This is an optimization exercise on Yosys and OpenROAD, whose aim is small area, not a production implementation. Where RTL was checked, it was by simulation tests only, not by an equivalence proof against the original. For run 6, only the layout was checked, not whether the RTL still works. In every run shown here, the design's own scripts or RTL, not TritonCTS, make the clock network. No driver is modelled on the clock port, so clock power and skew are understated where the tree is cut down; a real chip needs a root buffer or a tree. No activity file was given, so power comes from the tool's default toggle rates.

==> design/flow/design.v <==
module rand_gen(clk, load, r);
input clk;
input load;
output reg [6:0] r;
always @(posedge clk)
begin
	if (load)
		r <= 7'b0101101;
	else
		r <= {r[4] ^ r[0], r[6:1]};
end
endmodule
module seven_segment (
input [3:0]i,
output reg [6:0]o
);
always @(*)
begin
	case (i)
	4'd0: o = 7'h40;
	4'd1: o = 7'h79;
	4'd2: o = 7'h24;
	4'd3: o = 7'h30;
	4'd4: o = 7'h19;
	4'd5: o = 7'h12;
	4'd6: o = 7'h02;
	4'd7: o = 7'h78;
	4'd8: o = 7'h00;
	4'd9: o = 7'h10;
	default: o = 7'bx;
	endcase
end
endmodule
module seven_segment_negative(i,ou);
input i;
output [6:0]ou;
assign ou = i ? 7'b0111111 : 7'b1000000;
endmodule
module three_decimal_vals_w_neg (
input clk,
input rst,
input en,         
input hit,        
output [6:0]seg7_neg_sign,
output [6:0]seg7_ones,
output [6:0]seg7_tens,
output [6:0]seg7_huns
);
reg neg;
reg [3:0] t;
reg [2:0] o;
wire z   = (t == 4'd0) && (o == 3'd0);
wire q1  = (t == 4'd0) && (o == 3'd1);
wire q63 = (t == 4'd12) && (o == 3'd3);
wire q64 = (t == 4'd12) && (o == 3'd4);
wire up  = z | ((hit ^ neg) & ~(neg & q64));
always @(posedge clk or negedge rst)
begin
	if (!rst)
	begin
		neg <= 1'b0;
		t <= 4'd0;
		o <= 3'd0;
	end
	else if (en)
	begin
		neg <= neg ? ~((q1 & hit) | (q64 & ~hit)) : ((z & ~hit) | (q63 & hit));
		if (up)
		begin
			if (o == 3'd4)
			begin
				o <= 3'd0;
				t <= t + 1'b1;
			end
			else
				o <= o + 1'b1;
		end
		else
		begin
			if (o == 3'd0)
			begin
				o <= 3'd4;
				t <= t - 1'b1;
			end
			else
				o <= o - 1'b1;
		end
	end
end
wire quirk = neg & (((t == 4'd6) && (o == 3'd2)) | q64);
wire [2:0] od = quirk ? 3'd0 : o;
wire [3:0] td = quirk ? 4'd0 : ((t >= 4'd10) ? t - 4'd10 : t);
wire h = ~quirk & (t >= 4'd10);
seven_segment lsb({od, 1'b0}, seg7_ones);
seven_segment msb(td, seg7_tens);
seven_segment mmb({3'd0, h}, seg7_huns);
seven_segment_negative sg(neg, seg7_neg_sign);
endmodule
module time_to_hit(clk, init, en, done);
input clk;
input init;       
input en;
output done;
reg [8:0] counter;
wire [9:0] inc = counter + en;
assign done = &counter;
always @(posedge clk)
begin
	if (init)
		counter <= 9'd9;
	else
		counter <= inc[8:0] | {5'd0, inc[9], 1'b0, inc[9], 1'b0};
end
endmodule
module delay(clk, load, first, done);
input clk;
input load;
input first;
output done;
reg [8:0] x;
assign done = (x[8:7] == 2'b10) && (x[5:0] == 6'b100100);
always @(posedge clk)
begin
	if (load)
		x <= {4'b0010, ~first, 4'b1011};
	else
		x <= {x[7:0], x[8] ^ x[4]};
end
endmodule
module guitar(
input clk,
input rst,
input start,
input [3:0]buttons,
output [6:0]seg7_neg_sign,
output [6:0]seg7_dig0,
output [6:0]seg7_dig1,
output [6:0]seg7_dig2,
output [6:0]num_to_hit,
output led
);
localparam START  = 3'd0,
           CHECK1 = 3'd1,    
           CHECK  = 3'd3,
           NOTE1  = 3'd2,
           NOTE   = 3'd6,
           NOTEX  = 3'd7,
           DELAY  = 3'd5,
           DONE   = 3'd4;
reg  [2:0] S;
reg  [2:0] NS;
reg  [6:0] notes;        
reg  [1:0] random;       
reg  [1:0] hit_num;      
reg        bp;           
reg        bc;           
wire [6:0] y;            
wire       win_done;     
wire       del_end;      
wire is_check = (S == CHECK1) || (S == CHECK);
wire note01   = (S == NOTE1) || (S == NOTE);
wire win_en   = (S == NOTE) || (S == NOTEX) || (S == DELAY) || (S == CHECK);
wire last     = &notes;
assign led = (S == DONE) & notes[0];
rand_gen myrand(clk, (S == START) || (S == CHECK1), y);
time_to_hit my(clk, S == START, win_en, win_done);
delay mydelay(clk, S == NOTEX, notes == 7'd0, del_end);
seven_segment numout({2'b00, hit_num}, num_to_hit);
three_decimal_vals_w_neg mynum(clk, rst, bp, bc, seg7_neg_sign, seg7_dig0, seg7_dig1, seg7_dig2);
always @(*)
begin
	case (S)
	START:  NS = start ? CHECK1 : START;
	CHECK1: NS = NOTE1;
	CHECK:  NS = last ? DONE : NOTE1;
	NOTE1,
	NOTE:   NS = (bp | win_done) ? NOTEX : NOTE;
	NOTEX:  NS = DELAY;
	DELAY:  NS = del_end ? CHECK : DELAY;
	default: NS = DONE;
	endcase
end
always @(posedge clk)
begin
	if (S == START)
		notes <= 7'd0;
	else if (S == CHECK)
		notes <= notes + 1'b1;
	else if (S == DONE)
		notes[0] <= 1'b1;
	if (is_check)
		random <= ~{y[0], y[1]};
	bc <= ~buttons[hit_num];
end
always @(posedge clk or negedge rst)
begin
	if (rst == 1'b0)
	begin
		S <= START;
		hit_num <= 2'd0;
		bp <= 1'b0;
	end
	else
	begin
		S <= NS;
		if (S == CHECK)
			hit_num <= random;
		bp <= note01 & ~&buttons;
	end
end
endmodule
==> design/flow/flow/run.sh <==
#!/bin/bash
# Own layout flow: the standard synthesis, then its combinational logic re-mapped
# for area (registers and their names untouched), then the standard layout steps
# with the port buffers made of the smallest buffer cell and a one-buffer clock net.
set -euo pipefail
W=$(pwd)
R=$W/orfs/results/$FLOW_PLATFORM/guitar/base
LIB=$FLOW_HOME/platforms/$FLOW_PLATFORM/lib/sky130_fd_sc_hd__tt_025C_1v80.lib
YOSYS=$(command -v yosys || echo "$FLOW_HOME/../tools/install/yosys/bin/yosys")

bash standard.sh synth > "$W/flow_synth.log" 2>&1
cp "$R/1_2_yosys.v" "$W/standard_synth.v"

# several area re-maps (three scripts, four seeds each); the smallest is kept
mkdir -p "$W/reopt"
for script in area area2 area3; do
  for seed in 1 2 3 4; do
    sed "s/SEED/$seed/" "$W/flow/$script.abc" > "$W/reopt/$script-$seed.abc"
    REOPT_LIB=$LIB REOPT_IN=$W/standard_synth.v REOPT_OUT=$W/reopt/$script-$seed.v \
      REOPT_ABC=$W/reopt/$script-$seed.abc timeout 600 \
      "$YOSYS" -c "$W/flow/reopt.tcl" > "$W/reopt/$script-$seed.log" 2>&1 &
  done
  wait
done
best=""
bestarea=""
for f in "$W"/reopt/*.v; do
  [[ -s "$f" && -s "$f.stat" ]] || continue
  a=$(awk '/Chip area for module .\\guitar/{print $NF}' "$f.stat" | tail -1)
  [[ -n "$a" ]] || continue
  if [[ -z "$bestarea" ]] || awk -v a="$a" -v b="$bestarea" 'BEGIN{exit !(a < b)}'; then
    best=$f
    bestarea=$a
  fi
done
echo "re-map kept: $best ($bestarea)" | tee "$W/flow_reopt.log"
cp "$best" "$W/reopt.v"

cp "$W/reopt.v" "$R/1_2_yosys.v"
rm -f "$R/1_synth.odb" "$R/1_synth.sdc"
touch "$R/1_2_yosys.v"

export BUFFER_PORTS_ARGS="-buffer_cell sky130_fd_sc_hd__buf_1"
# keep the shared tie cells of the synthesis
export SKIP_REPAIR_TIE_FANOUT=1
bash standard.sh place > "$W/flow_place.log" 2>&1

# clock distribution: one buffer (see clock.tcl) instead of the clock tree step
PLATFORM_DIR=$FLOW_HOME/platforms/$FLOW_PLATFORM CLK_BUF_CELL=sky130_fd_sc_hd__clkbuf_8 CLK_BUF_COUNT=3 \
  FLOW_CLOCK_PORT=clk CLK_IN_ODB=$R/3_place.odb CLK_IN_SDC=$R/3_place.sdc \
  CLK_OUT_ODB=$R/4_1_cts.odb CLK_OUT_SDC=$W/clock.sdc \
  openroad -no_init -exit "$W/flow/clock.tcl" > "$W/flow_clock.log" 2>&1
cp "$R/4_1_cts.odb" "$R/4_cts.odb"
cp "$W/clock.sdc" "$R/4_cts.sdc"

bash standard.sh finish > "$W/flow_layout.log" 2>&1
==> design/flow/flow/area.abc <==
strash
&get -n
&deepsyn -J 200 -S SEED -T 120
&put
strash
&get -n
&dch -f
&nf -R 1000
&put
==> design/flow/flow/area2.abc <==
strash
&get -n
&deepsyn -J 200 -S SEED -T 120
&put
strash
dch -f
map -a
strash
&get -n
&dch -f
&nf -R 1000 -p
&put
==> design/flow/flow/area3.abc <==
strash
&get -n
&deepsyn -J 200 -S SEED -T 120
&put
strash
dch -f
amap
strash
&get -n
&dch -f
&nf -R 1000 -p
&put
==> design/flow/flow/clock.tcl <==
# Clock distribution in place of ORFS's clock tree step: CLK_BUF_COUNT clock
# buffers driven straight from the clock port, each at the centre of the group
# of registers it drives (groups of equal size by k-means on position). Every register sees
# one buffer of the same type between the port and its clock pin.
set platform $::env(PLATFORM_DIR)
read_lef $platform/lef/sky130_fd_sc_hd.tlef
read_lef $platform/lef/sky130_fd_sc_hd_merged.lef
read_liberty $platform/lib/sky130_fd_sc_hd__tt_025C_1v80.lib
read_db $::env(CLK_IN_ODB)
read_sdc $::env(CLK_IN_SDC)
source $platform/setRC.tcl

set db [ord::get_db]
set block [ord::get_db_block]
set master [$db findMaster $::env(CLK_BUF_CELL)]
set clk [$block findNet $::env(FLOW_CLOCK_PORT)]
$clk setSigType CLOCK
set nbuf $::env(CLK_BUF_COUNT)

# register clock pins and their positions
set pins {}
foreach it [$clk getITerms] {
  set box [[$it getInst] getBBox]
  lappend pins [list $it [expr {([$box xMin] + [$box xMax]) / 2}] [expr {([$box yMin] + [$box yMax]) / 2}]]
}
set pins [lsort -integer -index 1 $pins]

# k-means on the pin positions, seeded from the pins sorted by x
set k 0
set centres {}
for {set k 0} {$k < $nbuf} {incr k} {
  set p [lindex $pins [expr {int(($k + 0.5) * [llength $pins] / $nbuf)}]]
  lappend centres [list [lindex $p 1] [lindex $p 2]]
}
# balanced k-means: every buffer drives at most ceil(pins / buffers) pins
set cap [expr {([llength $pins] + $nbuf - 1) / $nbuf}]
for {set iter 0} {$iter < 50} {incr iter} {
  set pairs {}
  set i 0
  foreach p $pins {
    for {set k 0} {$k < $nbuf} {incr k} {
      set c [lindex $centres $k]
      lappend pairs [list [expr {abs([lindex $p 1] - [lindex $c 0]) + abs([lindex $p 2] - [lindex $c 1])}] $i $k]
    }
    incr i
  }
  set pairs [lsort -real -index 0 $pairs]
  set assign [lrepeat [llength $pins] -1]
  set load [lrepeat $nbuf 0]
  foreach pr $pairs {
    lassign $pr d i k
    if {[lindex $assign $i] >= 0 || [lindex $load $k] >= $cap} { continue }
    lset assign $i $k
    lset load $k [expr {[lindex $load $k] + 1}]
  }
  set newc {}
  for {set k 0} {$k < $nbuf} {incr k} {
    set sx 0.0; set sy 0.0; set n 0
    foreach p $pins a $assign {
      if {$a == $k} { set sx [expr {$sx + [lindex $p 1]}]; set sy [expr {$sy + [lindex $p 2]}]; incr n }
    }
    if {$n > 0} { lappend newc [list [expr {$sx / $n}] [expr {$sy / $n}]] } else { lappend newc [lindex $centres $k] }
  }
  set centres $newc
}

for {set k 0} {$k < $nbuf} {incr k} {
  set leaf [odb::dbNet_create $block clknet_${k}_clk]
  $leaf setSigType CLOCK
  set buf [odb::dbInst_create $block $master clkbuf_${k}_clk]
  set n 0
  foreach p $pins a $assign {
    if {$a == $k} {
      set it [lindex $p 0]
      $it disconnect
      $it connect $leaf
      incr n
    }
  }
  puts "clock buffer $k drives $n pins"
  [$buf findITerm A] connect $clk
  [$buf findITerm X] connect $leaf
  set c [lindex $centres $k]
  $buf setLocation [expr {int([lindex $c 0])}] [expr {int([lindex $c 1])}]
  $buf setPlacementStatus PLACED
}

detailed_placement
check_placement -verbose
set_propagated_clock [all_clocks]
estimate_parasitics -placement
report_clock_skew
report_checks -path_delay min -format full_clock_expanded
report_check_types -max_slew -max_capacitance -max_fanout -violators
write_db $::env(CLK_OUT_ODB)
write_sdc -no_timestamp $::env(CLK_OUT_SDC)
==> design/flow/flow/reopt.tcl <==
# Re-map the combinational logic of the standard synthesis for area. Registers
# (cell type and instance name) and tie cells are kept as they are.
set lib $::env(REOPT_LIB)
set in  $::env(REOPT_IN)
set out $::env(REOPT_OUT)
set abc $::env(REOPT_ABC)
yosys read_liberty -ignore_miss_func $lib
yosys read_verilog $in
yosys hierarchy -top $::env(FLOW_TOP)
yosys setattr -mod -set keep_hierarchy 1 sky130_fd_sc_hd__df* sky130_fd_sc_hd__edf* sky130_fd_sc_hd__conb*
yosys flatten
yosys rename -hide w:*.* 
yosys opt_clean -purge
yosys tee -o $out.before.stat stat
yosys abc -liberty $lib -dont_use *lpflow* -dont_use *probe* -dont_use *_ha_* -dont_use *_fa_* -script $abc
yosys opt_clean -purge
yosys splitnets
yosys opt_clean -purge
yosys hilomap -singleton -hicell sky130_fd_sc_hd__conb_1 HI -locell sky130_fd_sc_hd__conb_1 LO
yosys insbuf -buf sky130_fd_sc_hd__buf_4 A X
yosys tee -o $out.stat stat -liberty $lib
yosys blackbox sky130_fd_sc_hd__*
yosys hierarchy -top $::env(FLOW_TOP)
yosys write_verilog -noattr -noexpr -nohex -nodec $out
==> design/flow/standard.sh <==
#!/bin/bash
# synth_recipe.tcl (not shown) runs the flow's synth.tcl, then flattens the netlist and writes it again
# the make line also repeats each setting of config.mk as NAME=value (left out here)
make -C /OpenROAD-flow-scripts/flow DESIGN_CONFIG=/design/flow/config.mk WORK_HOME=/design/flow/orfs CLKGATE_MAP_FILE= SYNTH_SCRIPT=/design/flow/synth_recipe.tcl "${@:-finish}"
==> design/flow/config.mk <==
export PLATFORM = sky130hd
export DESIGN_NAME = guitar
export DESIGN_NICKNAME = guitar
export VERILOG_FILES = /design/flow/design.v
export SDC_FILE = /design/flow/constraint.sdc
export NUM_CORES = 4
export LEC_CHECK = 0
export CAP_MARGIN = 20
export CORE_MARGIN = 2
export CORE_UTILIZATION = 40
export SLEW_MARGIN = 20
==> design/flow/constraint.sdc <==
create_clock -name core_clock -period 10.0 [get_ports {clk}]
set_input_delay 2.0000 -clock core_clock [delete_from_list [all_inputs] [get_ports {clk}]]
set_output_delay 2.0000 -clock core_clock [all_outputs]
set_load 0.01 [all_outputs]
==> qor.csv, run 1 <==
stage,metric,value,unit
place,Placed Instances,329,
floorplan,Initial Util,41.90,%
cells_and_area,filler cell count,540,
worst_hold_path,HP Start,myrand.r[3],
sta,Final Setup Violations,0,
synthesis,Syn Std Cell Area,0.002167,sq mm
cells_and_area,Layout Area Growth over Synthesis,6.293,%
worst_hold_path,hold path depth,1,
cells_and_area,fin nets,271,
place,IO Port Bufs,38,
cts,clock latency on the worst-skew pair,160,ps
run,max-cap viol count,0,
floorplan,die area,0.006023,sq mm
global_route,via count of the first global-routing pass,1384,
worst_setup_path,worst r2r src,mynum.t[2],
worst_setup_path,CP Class,flop to output port,
synthesis,Mean Syn Cell Area,9.067,sq um
drt,DRT antenna net count,0,
worst_setup_path,Worst Path Max Fanout,7,
drt,routed len/inst,11.65,um
global_route,first-pass GRT wire length,6361,um
place,routability congestion estimate,0.8101,
floorplan,chip height,77.61,um
synthesis,Ys Warns,6,
power,peak supply drop,143.6,uV
drt,DR vias/cell,4.955,
synthesis,Post-Synthesis Cells,239,
sta,fin crit share,40.21,%
floorplan,Die Wd,77.61,um
worst_setup_path,startpoint class of the critical path,flop,
sta,Least-Margin Pin Slew,752.8,ps
drt,drt drc,0,
sta,RSZ-0062 raised after global routing,false,
outcome,status,timing/DRC/antenna clean,
power,total power,638.6,uW
floorplan,row count,26,
cells_and_area,n_diodes,0,
sta,setup TNS,0,ps
floorplan,core area,0.005172,sq mm
sta,Rel. slew slack,49.81,%
global_route,initial antenna violation count,0,
drt,DR iter-0 viols,65,
global_route,pin count of the biggest net entering global routing,18,
synthesis,net count after synthesis,246,
worst_setup_path,Critical R2R Capture,mynum.t[3],
cts,"CTS clk-pin slew, worst paths",100,ps
cells_and_area,share of layout cells above drive strength 1,1.527,%
worst_hold_path,worst min path class,flop to flop,
worst_setup_path,crit path DAT,2020,ps
worst_setup_path,Worst Setup SP,mynum.t[1],
worst_setup_path,Worst Path Required,8000,ps
sta,"Hold Vio Cnt, Final",0,
power,Lkg Pwr,0.9152,nW
worst_setup_path,r2r setup slk,7510,ps
drt,vias,1645,
global_route,GRT Util Overall,12.43,%
global_route,grt total ovfl,0,
worst_setup_path,endpoint type of the worst setup path,output port,
cells_and_area,final cell count without fillers,332,
floorplan,I/O Pins,43,
drt,DRT Pass-1 Iters,4,
drt,final WL,3867,um
power,power per cell area,277.3,mW/mm^2
sta,fmax,0.2487,GHz
sta,clk_skew,17.45,ps
sta,Slew Limit Fails,0,
place,HPWL after DPL,2932,um
worst_hold_path,Hold Crit Endpoint,myrand.r[2],
worst_setup_path,FF-to-FF path depth,8,
sta,minimum clock period,4021,ps
==> cells in the final DEF, fill, tap and decap left out, types with 5 or more instances in the layout <==
cell,instances
a21oi_1,14
and2_0,9
buf_1,38
clkinv_1,6
dfrtp_1,14
dfxtp_1,33
nand2_1,22
nand3_1,10
nor2_1,21
nor2b_1,14
nor3_1,7
o21ai_0,17
or2_0,5
xnor2_1,5
==> metal layers <==
metal / vias up / routed length (um) / GRT usage, % / share of wire, %
met5: - / 0 / 0 / 0
met4: 0 / 42 / 1.250 / 1.1
met3: 2 / 191 / 1.163 / 4.9
met2: 46 / 1599 / 20.26 / 41
met1: 740 / 2033 / 18.53 / 53
li1: 857 / - / - / -
==> where the power goes <==
group	switching [mW]	leakage (nW)	internal (mW)	total (mW)
combinational	0.122	0.420	0.0958	0.218
clock	0.0484	0.0216	0.0279	0.0763
sequential	0.0696	0.473	0.275	0.344
total	0.240	0.915	0.399	0.639
==> sequential cells by signal, summed over array words and instances (netlist names), 2 cells and up <==
signal	cells
mynum.t	4
my.counter	9
mydelay.x	9
notes	7
mynum.o	3
S	3
random	2
myrand.r	7
hit_num	2
==> metrics by stage <==
step           setup slack [ps]  hold WS [ps]  util, %  cell area, sq um
2_1_floorplan              6312         394.0        -              2167
6_report                   5979         424.8    44.53              2303
3_3_place_gp               6218         395.3    43.73              2262
3_5_place_dp               6168         408.6    43.73              2262
5_1_grt                    5776         436.8    44.53              2303
==> worst max-delay path, stage by stage (launching register included) <==
cell and delay, ps:
dfrtp_1 460, nor2b_1 310, o21ai_0 120, nor3_1 190, o21ai_0 160, and2_0 210
nand2_1 60, o21ai_0 90, nor2b_1 140, buf_1 120
==> how the worst max path moves through the flow <==
stage / to / slack, ps / cells after the start
2_1_floorplan: seg7_dig1[2] / 6310 / 5
3_3_place_gp: seg7_dig1[2] / 6220 / 9
3_5_place_dp: seg7_dig1[2] / 6170 / 9
5_1_grt: seg7_dig1[2] / 5780 / 9
6_report: seg7_dig1[2] / 5980 / 9
==> layout make-up <==
| cell class | instances | area, sq um | share of cell area, % |
|---|---|---|---|
| multi-input cells | 166 | 938.4 | 40.74 |
| well taps | 70 | 87.58 | 3.802 |
| inverters | 6 | 22.52 | 0.9777 |
| plain buffers | 3 | 41.29 | 1.793 |
| flip-flops and latches | 49 | 1071 | 46.50 |
| repair buffers | 38 | 142.6 | 6.192 |
==> run 2, diff against run 1 <==
--- a/design/flow/flow/run.sh
+++ b/design/flow/flow/run.sh
@@ -13,5 +13,5 @@
 
-# several area re-maps (three scripts, four seeds each); the smallest is kept
+# several area re-maps (two scripts, four seeds each); the smallest is kept
 mkdir -p "$W/reopt"
-for script in area area2 area3; do
+for script in area area2; do
   for seed in 1 2 3 4; do
@@ -48,3 +48,3 @@
 # clock distribution: one buffer (see clock.tcl) instead of the clock tree step
-PLATFORM_DIR=$FLOW_HOME/platforms/$FLOW_PLATFORM CLK_BUF_CELL=sky130_fd_sc_hd__clkbuf_8 CLK_BUF_COUNT=3 \
+PLATFORM_DIR=$FLOW_HOME/platforms/$FLOW_PLATFORM CLK_BUF_CELL=sky130_fd_sc_hd__buf_6 CLK_BUF_COUNT=3 \
   FLOW_CLOCK_PORT=clk CLK_IN_ODB=$R/3_place.odb CLK_IN_SDC=$R/3_place.sdc \
removed: design/flow/flow/area3.abc
==> qor.csv, run 2 <==
stage,metric,value,unit
global_route,first-pass GRT wire length,6361,um
place,dpl ws,6168,ps
cts,clock latency on the worst-skew pair,140,ps
run,max-cap viol count,0,
power,total power,635.0,uW
sta,clk_skew,17.10,ps
synthesis,net count after synthesis,246,
sta,"Hold Vio Cnt, Final",0,
cells_and_area,Layout Area Growth over Synthesis,5.947,%
floorplan,core area,0.005172,sq mm
worst_setup_path,CP Class,flop to output port,
place,IO Port Bufs,38,
sta,PnR worst setup slack,5998,ps
place,Placed Instances,329,
cells_and_area,n_diodes,0,
worst_setup_path,Worst Path Max Fanout,7,
worst_setup_path,CP dominant cell by count,o21ai_0,
cells_and_area,fin nets,271,
worst_setup_path,worst-path cell chain,"nor2b_1, o21ai_0, nor3_1, o21ai_0, and2_0, nand2_1, o21ai_0, nor2b_1, buf_1",
power,NetSw,240.0,uW
sta,Rel. slew slack,49.77,%
drt,DR iter-0 viols,52,
sta,minimum clock period,4002,ps
synthesis,Syn Std Cell Area,0.002167,sq mm
floorplan,Die Wd,77.61,um
sta,Final Setup Violations,0,
sta,fmax,0.2499,GHz
place,Placed Area,0.002262,sq mm
worst_setup_path,Worst Path Required,8000,ps
power,Clk pwr share,11.5,%
cells_and_area,share of layout cells above drive strength 1,1.527,%
worst_hold_path,worst min path class,flop to flop,
worst_setup_path,slowest CP cell,dfrtp_1,
global_route,initial antenna violation count,0,
place,HPWL after DPL,2932,um
cells_and_area,final core occ,44.39,%
sta,fin crit share,40.02,%
global_route,grt total ovfl,0,
cts,"CTS clk-pin slew, worst paths",110,ps
power,power per cell area,276.6,mW/mm^2
global_route,via count of the first global-routing pass,1384,
sta,RSZ-0062 raised after global routing,false,
floorplan,die area,0.006023,sq mm
cells_and_area,"commonest non-fill, non-tap cell in the layout",buf_1,
cells_and_area,final cell count without fillers,332,
power,peak supply drop,143.3,uV
sta,setup TNS,0,ps
synthesis,Post-Synthesis Cells,239,
worst_setup_path,endpoint type of the worst setup path,output port,
drt,DR vias/cell,4.943,
drt,routed len/inst,11.66,um
floorplan,I/O Pins,43,
sta,Slew Limit Fails,0,
floorplan,Initial Util,41.90,%
drt,final WL,3870,um
power,Lkg Pwr,0.9118,nW
synthesis,Mean Syn Cell Area,9.067,sq um
power,Comb power frac,34.3,%
power,Sw Share,37.80,%
drt,drt drc,0,
sta,Hold WS,426.4,ps
worst_setup_path,crit path DAT,2000,ps
cells_and_area,most frequent cells in the layout,"38 x buf_1, 33 x dfxtp_1, 22 x nand2_1",
place,routability congestion estimate,0.8101,
global_route,GRT Util Overall,12.43,%
sta,Least-Margin Pin Slew,753.5,ps
drt,DRT antenna net count,0,
outcome,status,timing/DRC/antenna clean,
floorplan,chip height,77.61,um
floorplan,row count,26,
power,Flop pwr share,54.2,%
drt,vias,1641,
synthesis,Ys Warns,6,
power,internal power,395.0,uW
cells_and_area,top flop regs,"my.counter x9, mydelay.x x9",
global_route,pin count of the biggest net entering global routing,18,
drt,DRT Pass-1 Iters,4,
cells_and_area,fin area,0.002296,sq mm
worst_setup_path,startpoint class of the critical path,flop,
worst_setup_path,Worst path max stage delay,470,ps
-- run 2: power by group through the flow --
stage	combinational (mW)	sequential (mW)	clock, mW
floorplan	0.191	0.330	0
global placement	0.217	0.347	0
detailed placement	0.220	0.349	0
global route	0.250	0.356	0.0844
finish	0.218	0.344	0.0727
-- run 2: worst paths after layout --
kind,from,end,slack (ps),depth (start not counted)
min,myrand.r[3],myrand.r[2],430,1
max,mynum.t[1],seg7_dig1[2],6000,9
max in group asynchronous,rst,S[2],7620,1
min reg2reg,myrand.r[3],myrand.r[2],430,1
min in group asynchronous,rst,mynum.t[3],1890,1
max reg2reg,mynum.t[2],mynum.t[3],7510,8
-- run 2: layout make-up --
class / instances / area [sq um]
Buffer: 3 / 33.78
Fill cell: 541 / 2877
Inverter: 6 / 22.52
Multi-Input combinational cell: 166 / 938.4
Sequential cell: 49 / 1071
Tap cell: 70 / 87.58
Timing Repair Buffer: 38 / 142.6
-- run 2: worst max-delay path: cells and delay by family (launching register included) --
family                 cells  cell delay, ps
and+or+nand+nor            5             910
AOI/OAI and AO/OA          3             370
buffers and inverters      1             120
DFF                        1             470
-- run 2: per-layer routing --
layer,wire length (um),vias up,GRT usage [%]
li1,-,859,-
met1,2037,738,18.53
met2,1602,42,20.26
met3,187,2,1.163
met4,42,0,1.250
met5,0,-,0
==> run 3, diff against run 2 <==
--- a/design/flow/design.v
+++ b/design/flow/design.v
@@ -167,3 +167,15 @@
 delay mydelay(clk, S == NOTEX, notes == 7'd0, del_end);
-seven_segment numout({2'b00, hit_num}, num_to_hit);
+assign num_to_hit = {hit_num[1], ~hit_num[1] | hit_num[0], hit_num[0],
+                     hit_num[1] & hit_num[0], ~hit_num[1] & ~hit_num[0], 1'b0,
+                     hit_num[1] & hit_num[0]};
+reg  [3:0] lane;         
+always @(*)
+begin
+	case (hit_num)
+	2'b10:   lane = 4'b0001;
+	2'b11:   lane = 4'b0010;
+	2'b00:   lane = 4'b0100;
+	default: lane = 4'b1000;
+	endcase
+end
 three_decimal_vals_w_neg mynum(clk, rst, bp, bc, seg7_neg_sign, seg7_dig0, seg7_dig1, seg7_dig2);
@@ -191,4 +203,4 @@
 	if (is_check)
-		random <= ~{y[0], y[1]};
-	bc <= ~buttons[hit_num];
+		random <= {y[0], ~y[1]};    
+	bc <= ~|(buttons & lane);
 end
@@ -199,3 +211,3 @@
 		S <= START;
-		hit_num <= 2'd0;
+		hit_num <= 2'b10;
 		bp <= 1'b0;
==> qor.csv, run 3 <==
stage,metric,value,unit
worst_setup_path,Worst Path Buf+Inv,1,
worst_setup_path,crit path DAT,1870,ps
worst_setup_path,Worst Path Required,8000,ps
worst_setup_path,Worst Path Max Fanout,6,
cells_and_area,share of layout cells above drive strength 1,1.984,%
sta,minimum clock period,3867,ps
synthesis,Post-Synthesis Cells,228,
worst_setup_path,CP dominant cell by count,nand2_1,
worst_setup_path,CP Class,flop to output port,
sta,fmax,0.2586,GHz
worst_setup_path,Worst path max stage delay,450,ps
synthesis,Syn Std Cell Area,0.002140,sq mm
drt,DRT Pass-1 Iters,6,
sta,Least-Margin Pin Slew,712.5,ps
cells_and_area,top flop regs,"my.counter x9, mydelay.x x9",
power,Lkg Pwr,0.8704,nW
sta,fin crit share,38.67,%
global_route,grt total ovfl,0,
worst_setup_path,Crit path max-delay family,simple AND/OR/NAND/NOR gates,
global_route,GRT Util Overall,13.35,%
place,routability congestion estimate,0.8002,
cells_and_area,final core occ,44.28,%
synthesis,Mean Syn Cell Area,9.384,sq um
floorplan,row count,26,
drt,DR vias/cell,5.022,
worst_setup_path,startpoint class of the critical path,flop,
worst_setup_path,endpoint type of the worst setup path,output port,
global_route,pin count of the biggest net entering global routing,18,
floorplan,Initial Util,41.63,%
sta,RSZ-0062 raised after global routing,false,
cts,"CTS clk-pin slew, worst paths",100,ps
sta,Final Setup Violations,0,
sta,clk_skew,9.403,ps
synthesis,net count after synthesis,235,
sta,Rel. slew slack,52.50,%
cells_and_area,most frequent cells in the layout,"38 x buf_1, 33 x dfxtp_1, 18 x o21ai_0",
sta,"Hold Vio Cnt, Final",0,
worst_hold_path,worst min path class,flop to flop,
run,max-cap viol count,0,
power,peak supply drop,138.5,uV
global_route,via count of the first global-routing pass,1504,
place,Placed Area,0.002242,sq mm
drt,drt drc,0,
drt,vias,1617,
sta,setup TNS,0,ps
worst_setup_path,worst-path cell chain,"nor2b_1, nand3_1, nand2_1, nand2_1, and2_0, nand2_1, o21ai_0, nor2b_1, buf_1",
drt,routed len/inst,11.96,um
place,HPWL after DPL,2905,um
power,power per cell area,304.4,mW/mm^2
cells_and_area,fin nets,261,
global_route,first-pass GRT wire length,6858,um
floorplan,I/O Pins,43,
cells_and_area,Layout Area Growth over Synthesis,6.374,%
cells_and_area,"commonest non-fill, non-tap cell in the layout",buf_1,
drt,final WL,3852,um
worst_setup_path,slowest CP cell,dfrtp_1,
cells_and_area,fin area,0.002276,sq mm
place,IO Port Bufs,38,
global_route,initial antenna violation count,0,
cts,clock latency on the worst-skew pair,130,ps
outcome,status,timing/DRC/antenna clean,
floorplan,core area,0.005140,sq mm
sta,Slew Limit Fails,0,
floorplan,die area,0.005950,sq mm
floorplan,Die Wd,77.14,um
floorplan,chip height,77.14,um
cells_and_area,n_diodes,0,
synthesis,Ys Warns,6,
drt,DR iter-0 viols,53,
drt,DRT antenna net count,0,
## run 3: where the power goes
group	switching (mW)	internal, mW
sequential	0.0810	0.279
combinational	0.145	0.117
clock	0.0467	0.0242
## run 3: worst reg2reg max path: cells and delay by family (launching register included)
family	cells	cell delay, ps
AO/OA/AOI/OAI	4	1000
XOR/XNOR	1	130
flip-flops	1	450
AND/OR/NAND/NOR	4	1170
## run 3: cell type report
type | instances | area, sq um
Sequential cell | 49 | 1072
Buffer | 3 | 33.78
Fill cell | 524 | 2864
Inverter | 5 | 18.77
Tap cell | 70 | 87.58
Multi-Input combinational cell | 157 | 920.9
Timing Repair Buffer | 38 | 142.6
## run 3: stage by stage
step	std cells	hold slack, ps	setup slack, ps	power [mW]
6_report	322	430.5	6133	0.6929
5_1_grt	322	469.0	5886	0.7581
3_5_place_dp	319	410.1	6296	0.6280
3_3_place_gp	319	396.6	6356	0.6247
2_1_floorplan	228	394.0	6337	0.5642
## run 3: worst paths after layout
kind / startpoint / to / slack, ps / cells after the start
max in group asynchronous: rst / hit_num[0] / 7670 / 1
min in group asynchronous: rst / mynum.neg / 1880 / 1
min reg2reg: myrand.r[3] / myrand.r[2] / 430 / 1
max reg2reg: mynum.t[1] / mynum.t[3] / 7160 / 9
max: mynum.t[1] / seg7_dig1[2] / 6130 / 9
min: myrand.r[3] / myrand.r[2] / 430 / 1
## run 3: per-layer routing
metal  part of all wire, %  track usage [%]  routed length, um  vias up
li1                      -                -                  -      834
met1                    50            19.69               1922      730
met2                    43            21.83               1648       46
met3                   5.6            1.059                217        7
met4                   1.7            2.143                 65        0
met5                     0                0                  0        -
==> run 4, diff against run 3 <==
--- a/design/flow/flow/run.sh
+++ b/design/flow/flow/run.sh
@@ -13,12 +13,15 @@
 
-# several area re-maps (two scripts, four seeds each); the smallest is kept
+# several area re-maps (two scripts, eight seeds each, four at a time); the
+# smallest is kept
 mkdir -p "$W/reopt"
 for script in area area2; do
-  for seed in 1 2 3 4; do
-    sed "s/SEED/$seed/" "$W/flow/$script.abc" > "$W/reopt/$script-$seed.abc"
-    REOPT_LIB=$LIB REOPT_IN=$W/standard_synth.v REOPT_OUT=$W/reopt/$script-$seed.v \
-      REOPT_ABC=$W/reopt/$script-$seed.abc timeout 600 \
-      "$YOSYS" -c "$W/flow/reopt.tcl" > "$W/reopt/$script-$seed.log" 2>&1 &
+  for batch in "1 2 3 4" "5 6 7 8"; do
+    for seed in $batch; do
+      sed "s/SEED/$seed/" "$W/flow/$script.abc" > "$W/reopt/$script-$seed.abc"
+      REOPT_LIB=$LIB REOPT_IN=$W/standard_synth.v REOPT_OUT=$W/reopt/$script-$seed.v \
+        REOPT_ABC=$W/reopt/$script-$seed.abc timeout 600 \
+        "$YOSYS" -c "$W/flow/reopt.tcl" > "$W/reopt/$script-$seed.log" 2>&1 &
+    done
+    wait
   done
-  wait
 done
==> qor.csv, run 4 <==
stage,metric,value,unit
place,routability congestion estimate,0.8002,
cells_and_area,top flop regs,"my.counter x9, mydelay.x x9",
power,Lkg Pwr,0.8704,nW
drt,DRT Pass-1 Iters,6,
place,IO Port Bufs,38,
worst_setup_path,Worst Path Buf+Inv,1,
drt,DR vias/cell,5.022,
worst_setup_path,CP dominant cell by count,nand2_1,
sta,Slew Limit Fails,0,
cells_and_area,"commonest non-fill, non-tap cell in the layout",buf_1,
synthesis,Syn Std Cell Area,0.002140,sq mm
drt,routed len/inst,11.96,um
worst_setup_path,Worst path max stage delay,450,ps
cells_and_area,share of layout cells above drive strength 1,1.984,%
worst_setup_path,crit path DAT,1870,ps
sta,setup TNS,0,ps
floorplan,row count,26,
worst_setup_path,slowest CP cell,dfrtp_1,
place,HPWL after DPL,2905,um
worst_setup_path,Worst Path Max Fanout,6,
global_route,via count of the first global-routing pass,1504,
worst_setup_path,worst-path cell chain,"nor2b_1, nand3_1, nand2_1, nand2_1, and2_0, nand2_1, o21ai_0, nor2b_1, buf_1",
run,max-cap viol count,0,
drt,vias,1617,
sta,Final Setup Violations,0,
drt,DR iter-0 viols,53,
sta,minimum clock period,3867,ps
power,peak supply drop,138.5,uV
cells_and_area,most frequent cells in the layout,"38 x buf_1, 33 x dfxtp_1, 18 x o21ai_0",
cells_and_area,n_diodes,0,
outcome,status,timing/DRC/antenna clean,
floorplan,die area,0.005950,sq mm
cells_and_area,final cell count without fillers,322,
cells_and_area,final core occ,44.28,%
worst_setup_path,Worst Path Required,8000,ps
sta,fin crit share,38.67,%
floorplan,I/O Pins,43,
sta,fmax,0.2586,GHz
synthesis,Mean Syn Cell Area,9.384,sq um
drt,final WL,3852,um
cells_and_area,fin nets,261,
drt,DRT antenna net count,0,
place,Placed Instances,319,
drt,drt drc,0,
floorplan,Initial Util,41.63,%
sta,Rel. slew slack,52.50,%
global_route,GRT Util Overall,13.35,%
global_route,first-pass GRT wire length,6858,um
cells_and_area,filler cell count,524,
cts,"CTS clk-pin slew, worst paths",100,ps
sta,clk_skew,9.403,ps
power,power per cell area,304.4,mW/mm^2
sta,"Hold Vio Cnt, Final",0,
sta,RSZ-0062 raised after global routing,false,
synthesis,Post-Synthesis Cells,228,
floorplan,chip height,77.14,um
sta,Least-Margin Pin Slew,712.5,ps
worst_hold_path,worst min path class,flop to flop,
worst_setup_path,endpoint type of the worst setup path,output port,
worst_setup_path,startpoint class of the critical path,flop,
worst_setup_path,Crit path max-delay family,simple AND/OR/NAND/NOR gates,
global_route,initial antenna violation count,0,
global_route,grt total ovfl,0,
synthesis,net count after synthesis,235,
worst_setup_path,CP Class,flop to output port,
global_route,pin count of the biggest net entering global routing,18,
floorplan,core area,0.005140,sq mm
cells_and_area,Layout Area Growth over Synthesis,6.374,%
synthesis,Ys Warns,6,
cts,clock latency on the worst-skew pair,130,ps
floorplan,Die Wd,77.14,um
run 4: metrics by stage:
| step | worst slack, ps | area, sq um | total power [mW] | hold WS (ps) |
|---|---|---|---|---|
| 2_1_floorplan | 6337 | 2140 | 0.5642 | 394.0 |
| 3_3_place_gp | 6356 | 2242 | 0.6247 | 396.6 |
| 3_5_place_dp | 6296 | 2242 | 0.6280 | 410.1 |
| 5_1_grt | 5886 | 2276 | 0.7581 | 469.0 |
| 6_report | 6133 | 2276 | 0.6929 | 430.5 |
run 4: final cells by class:
| type | instances | area [sq um] | share of cell area, % |
|---|---|---|---|
| Tap cell | 70 | 87.58 | 3.848 |
| Multi-Input combinational cell | 157 | 920.9 | 40.46 |
| Buffer | 3 | 33.78 | 1.484 |
| Inverter | 5 | 18.77 | 0.8246 |
| Sequential cell | 49 | 1072 | 47.11 |
| Timing Repair Buffer | 38 | 142.6 | 6.267 |
run 4: path summary, 6_finish.rpt:
path,from,to,slack [ps],depth (start not counted)
setup / recovery,mynum.t[1],seg7_dig1[2],6130,9
hold / removal,myrand.r[3],myrand.r[2],430,1
setup reg to reg,mynum.t[1],mynum.t[3],7160,9
hold reg to reg,myrand.r[3],myrand.r[2],430,1
max in group asynchronous,rst,hit_num[0],7670,1
min in group asynchronous,rst,mynum.neg,1880,1
run 4: per-layer routing:
| layer | global-route usage [%] | vias to the layer above | routed length, um |
|---|---|---|---|
| li1 | - | 834 | - |
| met2 | 21.83 | 46 | 1648 |
| met5 | 0 | - | 0 |
| met3 | 1.059 | 7 | 217 |
| met4 | 2.143 | 0 | 65 |
| met1 | 19.69 | 730 | 1922 |
run 4: power by group:
part	leakage, nW	internal [mW]	switching [mW]
registers	0.464	0.279	0.0810
clock network	0.0182	0.0242	0.0467
logic	0.388	0.117	0.145
total	0.870	0.420	0.272
==> run 5, diff against run 4 <==
--- a/design/flow/design.v
+++ b/design/flow/design.v
@@ -114,3 +114,3 @@
 endmodule
-module delay(clk, load, first, done);
+module delay(clk, load, first, note, pressed, on_target, done, press);
 input clk;
@@ -118,5 +118,10 @@
 input first;
+input note;
+input pressed;
+input on_target;
 output done;
+output [1:0] press;
 reg [8:0] x;
 assign done = (x[8:7] == 2'b10) && (x[5:0] == 6'b100100);
+assign press = x[1:0];
 always @(posedge clk)
@@ -125,2 +130,4 @@
 		x <= {4'b0010, ~first, 4'b1011};
+	else if (note)
+		x <= {x[7:1], on_target, pressed};
 	else
@@ -154,4 +161,4 @@
 reg  [1:0] hit_num;      
-reg        bp;           
-reg        bc;           
+wire [1:0] press;        
+wire       bp;           
 wire [6:0] y;            
@@ -164,8 +171,2 @@
 assign led = (S == DONE) & notes[0];
-rand_gen myrand(clk, (S == START) || (S == CHECK1), y);
-time_to_hit my(clk, S == START, win_en, win_done);
-delay mydelay(clk, S == NOTEX, notes == 7'd0, del_end);
-assign num_to_hit = {hit_num[1], ~hit_num[1] | hit_num[0], hit_num[0],
-                     hit_num[1] & hit_num[0], ~hit_num[1] & ~hit_num[0], 1'b0,
-                     hit_num[1] & hit_num[0]};
 reg  [3:0] lane;         
@@ -180,3 +181,11 @@
 end
-three_decimal_vals_w_neg mynum(clk, rst, bp, bc, seg7_neg_sign, seg7_dig0, seg7_dig1, seg7_dig2);
+rand_gen myrand(clk, (S == START) || (S == CHECK1), y);
+time_to_hit my(clk, S == START, win_en, win_done);
+delay mydelay(clk, S == NOTEX, notes == 7'd0, note01, ~&buttons, ~|(buttons & lane),
+              del_end, press);
+assign bp = press[0] & ((S == NOTE) || (S == NOTEX));
+assign num_to_hit = {hit_num[1], ~hit_num[1] | hit_num[0], hit_num[0],
+                     hit_num[1] & hit_num[0], ~hit_num[1] & ~hit_num[0], 1'b0,
+                     hit_num[1] & hit_num[0]};
+three_decimal_vals_w_neg mynum(clk, rst, bp, press[1], seg7_neg_sign, seg7_dig0, seg7_dig1, seg7_dig2);
 always @(*)
@@ -187,4 +196,4 @@
 	CHECK:  NS = last ? DONE : NOTE1;
-	NOTE1,
-	NOTE:   NS = (bp | win_done) ? NOTEX : NOTE;
+	NOTE1:  NS = win_done ? NOTEX : NOTE;
+	NOTE:   NS = (press[0] | win_done) ? NOTEX : NOTE;
 	NOTEX:  NS = DELAY;
@@ -204,3 +213,2 @@
 		random <= {y[0], ~y[1]};    
-	bc <= ~|(buttons & lane);
 end
@@ -212,3 +220,2 @@
 		hit_num <= 2'b10;
-		bp <= 1'b0;
 	end
@@ -219,5 +226,4 @@
 			hit_num <= random;
-		bp <= note01 & ~&buttons;
-	end
-end
-endmodule
+	end
+end
+endmodule
--- a/design/flow/flow/run.sh
+++ b/design/flow/flow/run.sh
@@ -13,15 +13,12 @@
 
-# several area re-maps (two scripts, eight seeds each, four at a time); the
-# smallest is kept
+# several area re-maps (two scripts, four seeds each); the smallest is kept
 mkdir -p "$W/reopt"
 for script in area area2; do
-  for batch in "1 2 3 4" "5 6 7 8"; do
-    for seed in $batch; do
-      sed "s/SEED/$seed/" "$W/flow/$script.abc" > "$W/reopt/$script-$seed.abc"
-      REOPT_LIB=$LIB REOPT_IN=$W/standard_synth.v REOPT_OUT=$W/reopt/$script-$seed.v \
-        REOPT_ABC=$W/reopt/$script-$seed.abc timeout 600 \
-        "$YOSYS" -c "$W/flow/reopt.tcl" > "$W/reopt/$script-$seed.log" 2>&1 &
-    done
-    wait
+  for seed in 1 2 3 4; do
+    sed "s/SEED/$seed/" "$W/flow/$script.abc" > "$W/reopt/$script-$seed.abc"
+    REOPT_LIB=$LIB REOPT_IN=$W/standard_synth.v REOPT_OUT=$W/reopt/$script-$seed.v \
+      REOPT_ABC=$W/reopt/$script-$seed.abc timeout 600 \
+      "$YOSYS" -c "$W/flow/reopt.tcl" > "$W/reopt/$script-$seed.log" 2>&1 &
   done
+  wait
 done
==> qor.csv, run 5 <==
stage,metric,value,unit
sta,fmax,0.2415,GHz
worst_setup_path,r2r setup slk,7370,ps
worst_setup_path,Worst path depth,8,
sta,minimum clock period,4141,ps
cts,"CTS clk-pin slew, worst paths",100,ps
worst_setup_path,FF-to-FF path depth,8,
power,power per cell area,326.3,mW/mm^2
drt,final WL,3709,um
drt,vias,1628,
place,HPWL after DPL,2782,um
global_route,pin count of the biggest net entering global routing,17,
global_route,first-pass GRT wire length,6527,um
floorplan,Die Wd,76.60,um
cells_and_area,Layout Area Growth over Synthesis,6.469,%
floorplan,I/O Pins,43,
sta,RSZ-0062 raised after global routing,false,
worst_setup_path,Worst Path Buf+Inv,1,
power,peak supply drop,147.0,uV
worst_setup_path,Worst path max stage delay,470,ps
cells_and_area,share of layout cells above drive strength 1,1.992,%
cells_and_area,final core occ,43.95,%
worst_setup_path,Worst Path Required,8000,ps
synthesis,Post-Synthesis Cells,227,
drt,routed len/inst,11.55,um
cells_and_area,fin nets,260,
place,routability congestion estimate,0.7483,
cells_and_area,"commonest non-fill, non-tap cell in the layout",buf_1,
worst_hold_path,HP Start,myrand.r[3],
drt,DR vias/cell,5.072,
place,IO Port Bufs,38,
drt,drt drc,0,
global_route,GRT Max-Usage Layer,met2,
drt,DR iter-0 viols,66,
worst_setup_path,Crit path max-delay family,simple AND/OR/NAND/NOR gates,
synthesis,net count after synthesis,234,
sta,Rel. slew slack,52.88,%
floorplan,Initial Util,41.28,%
worst_setup_path,Critical R2R Capture,S[1],
worst_setup_path,endpoint type of the worst setup path,output port,
worst_hold_path,hold path depth,1,
cts,clock latency on the worst-skew pair,130,ps
worst_setup_path,worst-path cell chain,"nor2b_1, a21oi_1, nor4_1, o21ai_0, nand2_1, o21ai_0, nor2b_1, buf_1",
power,total power,732.3,uW
worst_setup_path,worst r2r src,S[2],
cells_and_area,most frequent cells in the layout,"38 x buf_1, 32 x dfxtp_1, 19 x a21oi_1",
global_route,grt met1 use,18.01,%
sta,Least-Margin Pin Slew,706.8,ps
sta,setup TNS,0,ps
global_route,met2 Track Usage GR,20.97,%
worst_setup_path,crit path DAT,2140,ps
sta,fin crit share,41.41,%
global_route,GRT met3 Usage,1.066,%
worst_setup_path,CP Class,flop to output port,
global_route,via count of the first global-routing pass,1464,
sta,Slew Limit Fails,0,
worst_setup_path,startpoint class of the critical path,flop,
floorplan,chip height,76.60,um
cells_and_area,n_diodes,0,
cells_and_area,filler cell count,535,
floorplan,row count,26,
run,max-cap viol count,0,
worst_hold_path,Hold Crit Endpoint,myrand.r[2],
synthesis,Mean Syn Cell Area,9.288,sq um
sta,Hold WS,430.0,ps
sta,clk_skew,6.049,ps
sta,Final Setup Violations,0,
worst_setup_path,slowest CP cell,dfrtp_1,
worst_setup_path,Worst Path Max Fanout,7,
sta,"Hold Vio Cnt, Final",0,
global_route,initial antenna violation count,0,
floorplan,die area,0.005868,sq mm
global_route,GRT Util Overall,12.54,%
cells_and_area,top flop regs,"my.counter x9, mydelay.x x9",
floorplan,core area,0.005107,sq mm
synthesis,Syn Std Cell Area,0.002108,sq mm
global_route,grt total ovfl,0,
worst_hold_path,worst min path class,flop to flop,
place,dpl ws,6044,ps
sta,PnR worst setup slack,5859,ps
drt,DRT antenna net count,0,
drt,DRT Pass-1 Iters,4,
synthesis,Ys Warns,6,
power,Lkg Pwr,0.8359,nW
outcome,status,timing/DRC/antenna clean,
==> run 5: worst max-delay path by stage <==
stage / start / end
final: mynum.t[1] / seg7_dig1[2]
after global routing: mynum.t[1] / seg7_dig1[2]
after detailed placement: mynum.t[1] / seg7_dig1[2]
after global placement: mynum.t[1] / seg7_dig1[2]
after floorplan: mynum.t[1] / seg7_dig1[2]
==> run 5: where the power goes <==
group          internal (mW)  switching [mW]  leakage, nW
combinational          0.132           0.172        0.377
clock                 0.0242          0.0452       0.0182
sequential             0.270          0.0880        0.441
total                  0.427           0.305        0.836
==> run 5: stage by stage <==
| stage | instance area [sq um] | instances |
|---|---|---|
| after global routing | 2245 | 321 |
| after detailed placement | 2211 | 318 |
| after floorplan | 2108 | 227 |
| after global placement | 2211 | 318 |
| final | 2245 | 321 |
==> run 5: final cells by class <==
cell class                      instances  area [sq um]  area share (%)
Multi-Input combinational cell        158         934.6           41.64
Tap cell                               70         87.58           3.902
Sequential cell                        47          1027           45.76
Timing Repair Buffer                   38         142.6           6.355
Buffer                                  3         33.78           1.505
Inverter                                5         18.77          0.8361
==> run 5: metal layers <==
layer | share of wire (%) | wire length [um]
met1 | 50 | 1863
met3 | 4.2 | 157
met5 | 0 | 0
met2 | 44 | 1619
met4 | 1.8 | 68
==> run 6, diff against run 5 <==
--- a/design/flow/design.v
+++ b/design/flow/design.v
@@ -169,3 +169,4 @@
 wire win_en   = (S == NOTE) || (S == NOTEX) || (S == DELAY) || (S == CHECK);
-wire last     = &notes;
+wire first    = (notes == 7'd0);     
+wire last     = (notes == 7'h01);    
 assign led = (S == DONE) & notes[0];
@@ -183,3 +184,3 @@
 time_to_hit my(clk, S == START, win_en, win_done);
-delay mydelay(clk, S == NOTEX, notes == 7'd0, note01, ~&buttons, ~|(buttons & lane),
+delay mydelay(clk, S == NOTEX, first, note01, ~&buttons, ~|(buttons & lane),
               del_end, press);
@@ -208,3 +209,3 @@
 	else if (S == CHECK)
-		notes <= notes + 1'b1;
+		notes <= {notes[5:1], notes[0] | first, notes[6] ^ notes[5]};
 	else if (S == DONE)
--- a/design/flow/flow/run.sh
+++ b/design/flow/flow/run.sh
@@ -3,3 +3,4 @@
 # for area (registers and their names untouched), then the standard layout steps
-# with the port buffers made of the smallest buffer cell and a one-buffer clock net.
+# with the port buffers made of the smallest buffer cell and the clock net driven
+# by three buffers (clock.tcl) in place of the clock tree step.
 set -euo pipefail
@@ -47,3 +48,3 @@
 
-# clock distribution: one buffer (see clock.tcl) instead of the clock tree step
+# clock distribution: three buffers (see clock.tcl) instead of the clock tree step
 PLATFORM_DIR=$FLOW_HOME/platforms/$FLOW_PLATFORM CLK_BUF_CELL=sky130_fd_sc_hd__buf_6 CLK_BUF_COUNT=3 \
==> qor.csv, run 6 <==
stage,metric,value,unit
outcome,status,timing/DRC/antenna clean,
global_route,GRT Util Overall,12.78,%
floorplan,core area,0.005075,sq mm
power,internal power,449.2,uW
sta,fmax,0.2567,GHz
cells_and_area,share of layout cells above drive strength 1,1.969,%
power,NetSw,335.3,uW
drt,DRT Pass-1 Iters,4,
drt,DRT antenna net count,0,
synthesis,Ys Warns,6,
worst_hold_path,hold path depth,1,
worst_setup_path,Worst Path Required,8000,ps
sta,Least-Margin Pin Slew,767.4,ps
worst_setup_path,crit path DAT,1900,ps
power,power per cell area,352.9,mW/mm^2
sta,Slew Limit Fails,0,
sta,Rel. slew slack,48.84,%
cts,"CTS clk-pin slew, worst paths",100,ps
worst_setup_path,startpoint class of the critical path,flop,
synthesis,net count after synthesis,237,
drt,DR iter-0 viols,57,
global_route,grt total ovfl,0,
cells_and_area,fin nets,263,
sta,PnR worst setup slack,6104,ps
cells_and_area,"commonest non-fill, non-tap cell in the layout",buf_1,
place,HPWL after DPL,2875,um
power,Comb power frac,44.7,%
worst_setup_path,Worst Path Max Fanout,5,
cells_and_area,Layout Area Growth over Synthesis,6.535,%
worst_hold_path,worst min path class,flop to flop,
synthesis,Syn Std Cell Area,0.002087,sq mm
sta,Hold WS,431.9,ps
floorplan,Die Wd,76.23,um
sta,setup TNS,0,ps
worst_setup_path,CP Class,flop to output port,
cells_and_area,n_diodes,0,
floorplan,Initial Util,41.12,%
floorplan,chip height,76.23,um
worst_setup_path,endpoint type of the worst setup path,output port,
place,dpl ws,6274,ps
cells_and_area,top flop regs,"my.counter x9, mydelay.x x9",
drt,final WL,3787,um
floorplan,row count,26,
drt,drt drc,0,
power,Clk pwr share,8.9,%
sta,Final Setup Violations,0,
cts,clock latency on the worst-skew pair,130,ps
place,IO Port Bufs,38,
run,max-cap viol count,0,
sta,RSZ-0062 raised after global routing,false,
power,Lkg Pwr,0.8677,nW
synthesis,Post-Synthesis Cells,230,
power,Sw Share,42.74,%
power,Flop pwr share,46.4,%
drt,vias,1592,
place,routability congestion estimate,0.8354,
sta,"Hold Vio Cnt, Final",0,
sta,minimum clock period,3896,ps
worst_setup_path,r2r setup slk,7220,ps
floorplan,die area,0.005811,sq mm
cells_and_area,most frequent cells in the layout,"38 x buf_1, 32 x dfxtp_1, 25 x nor2_1",
sta,clk_skew,4.917,ps
sta,fin crit share,38.96,%
power,peak supply drop,139.0,uV
global_route,pin count of the biggest net entering global routing,17,
global_route,first-pass GRT wire length,6465,um
global_route,via count of the first global-routing pass,1412,
drt,DR vias/cell,4.914,
global_route,initial antenna violation count,0,
floorplan,I/O Pins,43,
drt,routed len/inst,11.69,um
synthesis,Mean Syn Cell Area,9.074,sq um
worst_setup_path,FF-to-FF path depth,17,
-- run 6: cell type report --
| class | count | area, sq um |
|---|---|---|
| inverter | 5 | 18.77 |
| tap | 70 | 87.58 |
| sequential | 47 | 1027 |
| fill | 535 | 2851 |
| buffer | 3 | 33.78 |
| multi-input combinational | 161 | 913.4 |
| timing repair buffer | 38 | 142.6 |
-- run 6: critical path, cell delays in order, from the launching register on --
cell and delay [ps]:
dfrtp_1 430, clkinv_1 140, nand2_1 120, nor2_1 60
nand3_1 100, o21ai_0 100, nand2_1 110, nand2_1 90
o21ai_0 290, nor2b_1 170, buf_1 150
-- run 6: routing by layer --
metal | vias up | part of all wire, % | GRT usage [%]
met3 | 7 | 3.9 | 1.185
met2 | 29 | 43 | 20.44
met1 | 725 | 52 | 19.26
li1 | 831 | - | -
met4 | 0 | 1.6 | 1.818
met5 | - | 0 | 0
-- run 6: metrics by stage --
step | utilization, % | power [mW] | instances | area (sq um)
2_1_floorplan | - | 0.6449 | 230 | 2087
3_3_place_gp | 43.15 | 0.7181 | 321 | 2190
3_5_place_dp | 43.15 | 0.7211 | 321 | 2190
5_1_grt | 43.81 | 0.8591 | 324 | 2223
6_report | 43.81 | 0.7845 | 324 | 2223
-- run 6: worst paths after layout --
| path | to | startpoint |
|---|---|---|
| max | seg7_dig1[2] | mynum.t[1] |
| max reg2reg | mynum.o[2] | mynum.t[1] |
| min | myrand.r[2] | myrand.r[3] |
| min in group asynchronous | S[1] | rst |
| min reg2reg | myrand.r[2] | myrand.r[3] |
| max in group asynchronous | mynum.neg | rst |
-- run 6: power by group through the flow --
| stage | logic (mW) | registers (mW) | clock network (mW) |
|---|---|---|---|
| after floorplan | 0.296 | 0.349 | 0 |
| after global placement | 0.351 | 0.367 | 0 |
| after detailed placement | 0.352 | 0.369 | 0 |
| after global routing | 0.397 | 0.382 | 0.0800 |
| final | 0.350 | 0.364 | 0.0697 |
==> run 7, diff against run 6 <==
--- a/design/flow/design.v
+++ b/design/flow/design.v
@@ -104,4 +104,3 @@
 reg [8:0] counter;
-wire [9:0] inc = counter + en;
-assign done = &counter;
+assign done = (counter[8:1] == 8'b10001000);
 always @(posedge clk)
@@ -109,5 +108,5 @@
 	if (init)
-		counter <= 9'd9;
-	else
-		counter <= inc[8:0] | {5'd0, inc[9], 1'b0, inc[9], 1'b0};
+		counter <= 9'h001;
+	else if (en)
+		counter <= {counter[7:5], counter[4] & ~done, counter[3:0], counter[8] ^ counter[4]};
 end
==> qor.csv, run 7 <==
stage,metric,value,unit
cts,"CTS clk-pin slew, worst paths",110,ps
floorplan,chip height,75.45,um
worst_hold_path,hold path depth,1,
drt,routed len/inst,11.40,um
sta,clk_skew,7.033,ps
sta,fmax,0.2515,GHz
worst_setup_path,Critical R2R Capture,mynum.o[1],
global_route,grt total ovfl,0,
worst_setup_path,crit path DAT,1980,ps
drt,vias,1560,
cts,clock latency on the worst-skew pair,130,ps
synthesis,net count after synthesis,224,
sta,"Hold Vio Cnt, Final",0,
worst_setup_path,startpoint class of the critical path,flop,
worst_setup_path,Worst path depth,8,
floorplan,Die Wd,75.45,um
synthesis,Syn Std Cell Area,0.002042,sq mm
place,IO Port Bufs,38,
cells_and_area,most frequent cells in the layout,"38 x buf_1, 32 x dfxtp_1, 24 x nand2_1",
worst_setup_path,r2r setup slk,7470,ps
worst_setup_path,CP dominant cell by count,nand2_1,
synthesis,Mean Syn Cell Area,9.410,sq um
sta,Final Setup Violations,0,
worst_setup_path,worst-path cell chain,"nor2b_1, nand2_1, nor4_1, a31oi_1, and2_0, a21oi_1, nand2_1, buf_1",
drt,DRT Pass-1 Iters,4,
worst_setup_path,FF-to-FF path depth,12,
sta,Least-Margin Pin Slew,691.2,ps
synthesis,Ys Warns,6,
cells_and_area,final core occ,43.63,%
sta,RSZ-0062 raised after global routing,false,
cells_and_area,"commonest non-fill, non-tap cell in the layout",buf_1,
power,Lkg Pwr,0.8624,nW
global_route,pin count of the biggest net entering global routing,17,
sta,PnR worst setup slack,6024,ps
floorplan,row count,26,
drt,DRT antenna net count,0,
sta,Slew Limit Fails,0,
worst_setup_path,endpoint type of the worst setup path,output port,
place,dpl ws,6210,ps
drt,DR vias/cell,5.000,
synthesis,Post-Synthesis Cells,217,
floorplan,I/O Pins,43,
worst_setup_path,Worst Path Buf+Inv,1,
drt,drt drc,0,
global_route,GRT Util Overall,12.50,%
worst_setup_path,slowest CP cell,dfrtp_1,
sta,fin crit share,39.76,%
worst_setup_path,worst r2r src,mynum.t[1],
power,peak supply drop,122.1,uV
floorplan,core area,0.005010,sq mm
drt,final WL,3558,um
worst_setup_path,CP Class,flop to output port,
sta,Rel. slew slack,53.92,%
cells_and_area,share of layout cells above drive strength 1,2.066,%
sta,minimum clock period,3976,ps
worst_setup_path,Worst Path Required,8000,ps
worst_setup_path,Crit path max-delay family,simple AND/OR/NAND/NOR gates,
worst_hold_path,HP Start,myrand.r[3],
place,routability congestion estimate,0.8263,
cells_and_area,n_diodes,0,
worst_setup_path,Worst path max stage delay,460,ps
outcome,status,timing/DRC/antenna clean,
drt,DR iter-0 viols,65,
floorplan,die area,0.005693,sq mm
sta,Hold WS,427.8,ps
worst_hold_path,Hold Crit Endpoint,myrand.r[2],
run,max-cap viol count,0,
cells_and_area,top flop regs,"my.counter x9, mydelay.x x9",
place,HPWL after DPL,2637,um
power,power per cell area,310.4,mW/mm^2
sta,setup TNS,0,ps
worst_setup_path,Worst Path Max Fanout,7,
cells_and_area,Layout Area Growth over Synthesis,7.047,%
cells_and_area,fin nets,251,
global_route,initial antenna violation count,0,
global_route,via count of the first global-routing pass,1259,
global_route,first-pass GRT wire length,5871,um
worst_hold_path,worst min path class,flop to flop,
floorplan,Initial Util,40.76,%
[run 7: cell count changes in the layout (fill, tap and decap cells not counted), sizes merged, moves of 2 or more]
cell    before  now
o21ai       16   12
nand2       18   24
and3         6    1
nand3       11    6
a22o         5   12
a21oi       15    7
nand2b       8   10
nor2        25   22
nor3         8    5
[run 7: metal layers]
| layer | track usage, % | vias to the layer above | part of all wire [%] | routed length [um] |
|---|---|---|---|---|
| met5 | 0 | - | 0 | 0 |
| met4 | 1.170 | 0 | 0.65 | 23 |
| met3 | 0.7937 | 2 | 4.2 | 150 |
| met2 | 19.52 | 40 | 42 | 1512 |
| met1 | 19.77 | 721 | 53 | 1870 |
| li1 | - | 797 | - | - |
[run 7: per-stage QoR]
stage                     cell area (sq um)  cells  total power, mW
after global placement                 2152    309           0.6147
after global routing                   2186    312           0.7502
final                                  2186    312           0.6785
after detailed placement               2152    309           0.6146
after floorplan                        2042    217           0.5574
[run 7: cell type report]
cell class              instances  area [sq um]
plain buffers                   3         33.78
fillers                       514          2824
inverters                       5         18.77
multi-input cells             149         875.8
flip-flops and latches         47          1027
well taps                      70         87.58
repair buffers                 38         142.6
[run 7: worst max path at each step]
stage | from | to | slack (ps)
final | mynum.t[2] | seg7_dig1[5] | 6020
after global routing | mynum.t[2] | seg7_dig1[5] | 5760
after detailed placement | mynum.t[2] | seg7_dig1[5] | 6210
after global placement | mynum.t[2] | seg7_dig1[5] | 6280
after floorplan | mynum.t[2] | seg7_dig2[3] | 6390
[run 7: where the power goes]
part,switching [mW],internal (mW),total [mW]
sequential,0.0667,0.265,0.332
clock,0.0459,0.0242,0.0701
combinational,0.157,0.120,0.277

static timing again, ports no longer ideal:
The flow's constraints put no driver on any port. The routed layouts listed below were extracted and timed again, unchanged, in two steps. Step 1: set_driving_cell puts a clkbuf_16 on clk and a buf_2 on each other input, an assumption about the parent block. Step 2, shift: input delay + t, output delay - t, t = (earliest + latest rising clock arrival at the registers) / 2. This alone moves slack from input paths to output paths. Three values: no drivers, after step 1, after step 2; two values: the first two.
run | shift t [ns] | slack for setup (ns) | worst setup path after step 2 | worst data-port slew with drivers (ns)
run 1 | 0.200 | 5.979 / 5.932 / 6.132 | register to output | 0.05
run 2 | 0.179 | 5.998 / 5.949 / 6.128 | register to output | 0.05
run 3 | 0.175 | 6.133 / 6.086 / 6.261 | register to output | 0.03
run 4 | 0.175 | 6.133 / 6.086 / 6.261 | register to output | 0.03
run 5 | 0.177 | 5.859 / 5.809 / 5.987 | register to output | 0.03
run 6 | 0.177 | 6.104 / 6.054 / 6.232 | register to output | 0.03
run 7 | 0.172 | 6.024 / 5.980 / 6.152 | register to output | 0.03
After both steps every run listed still meets setup and hold.
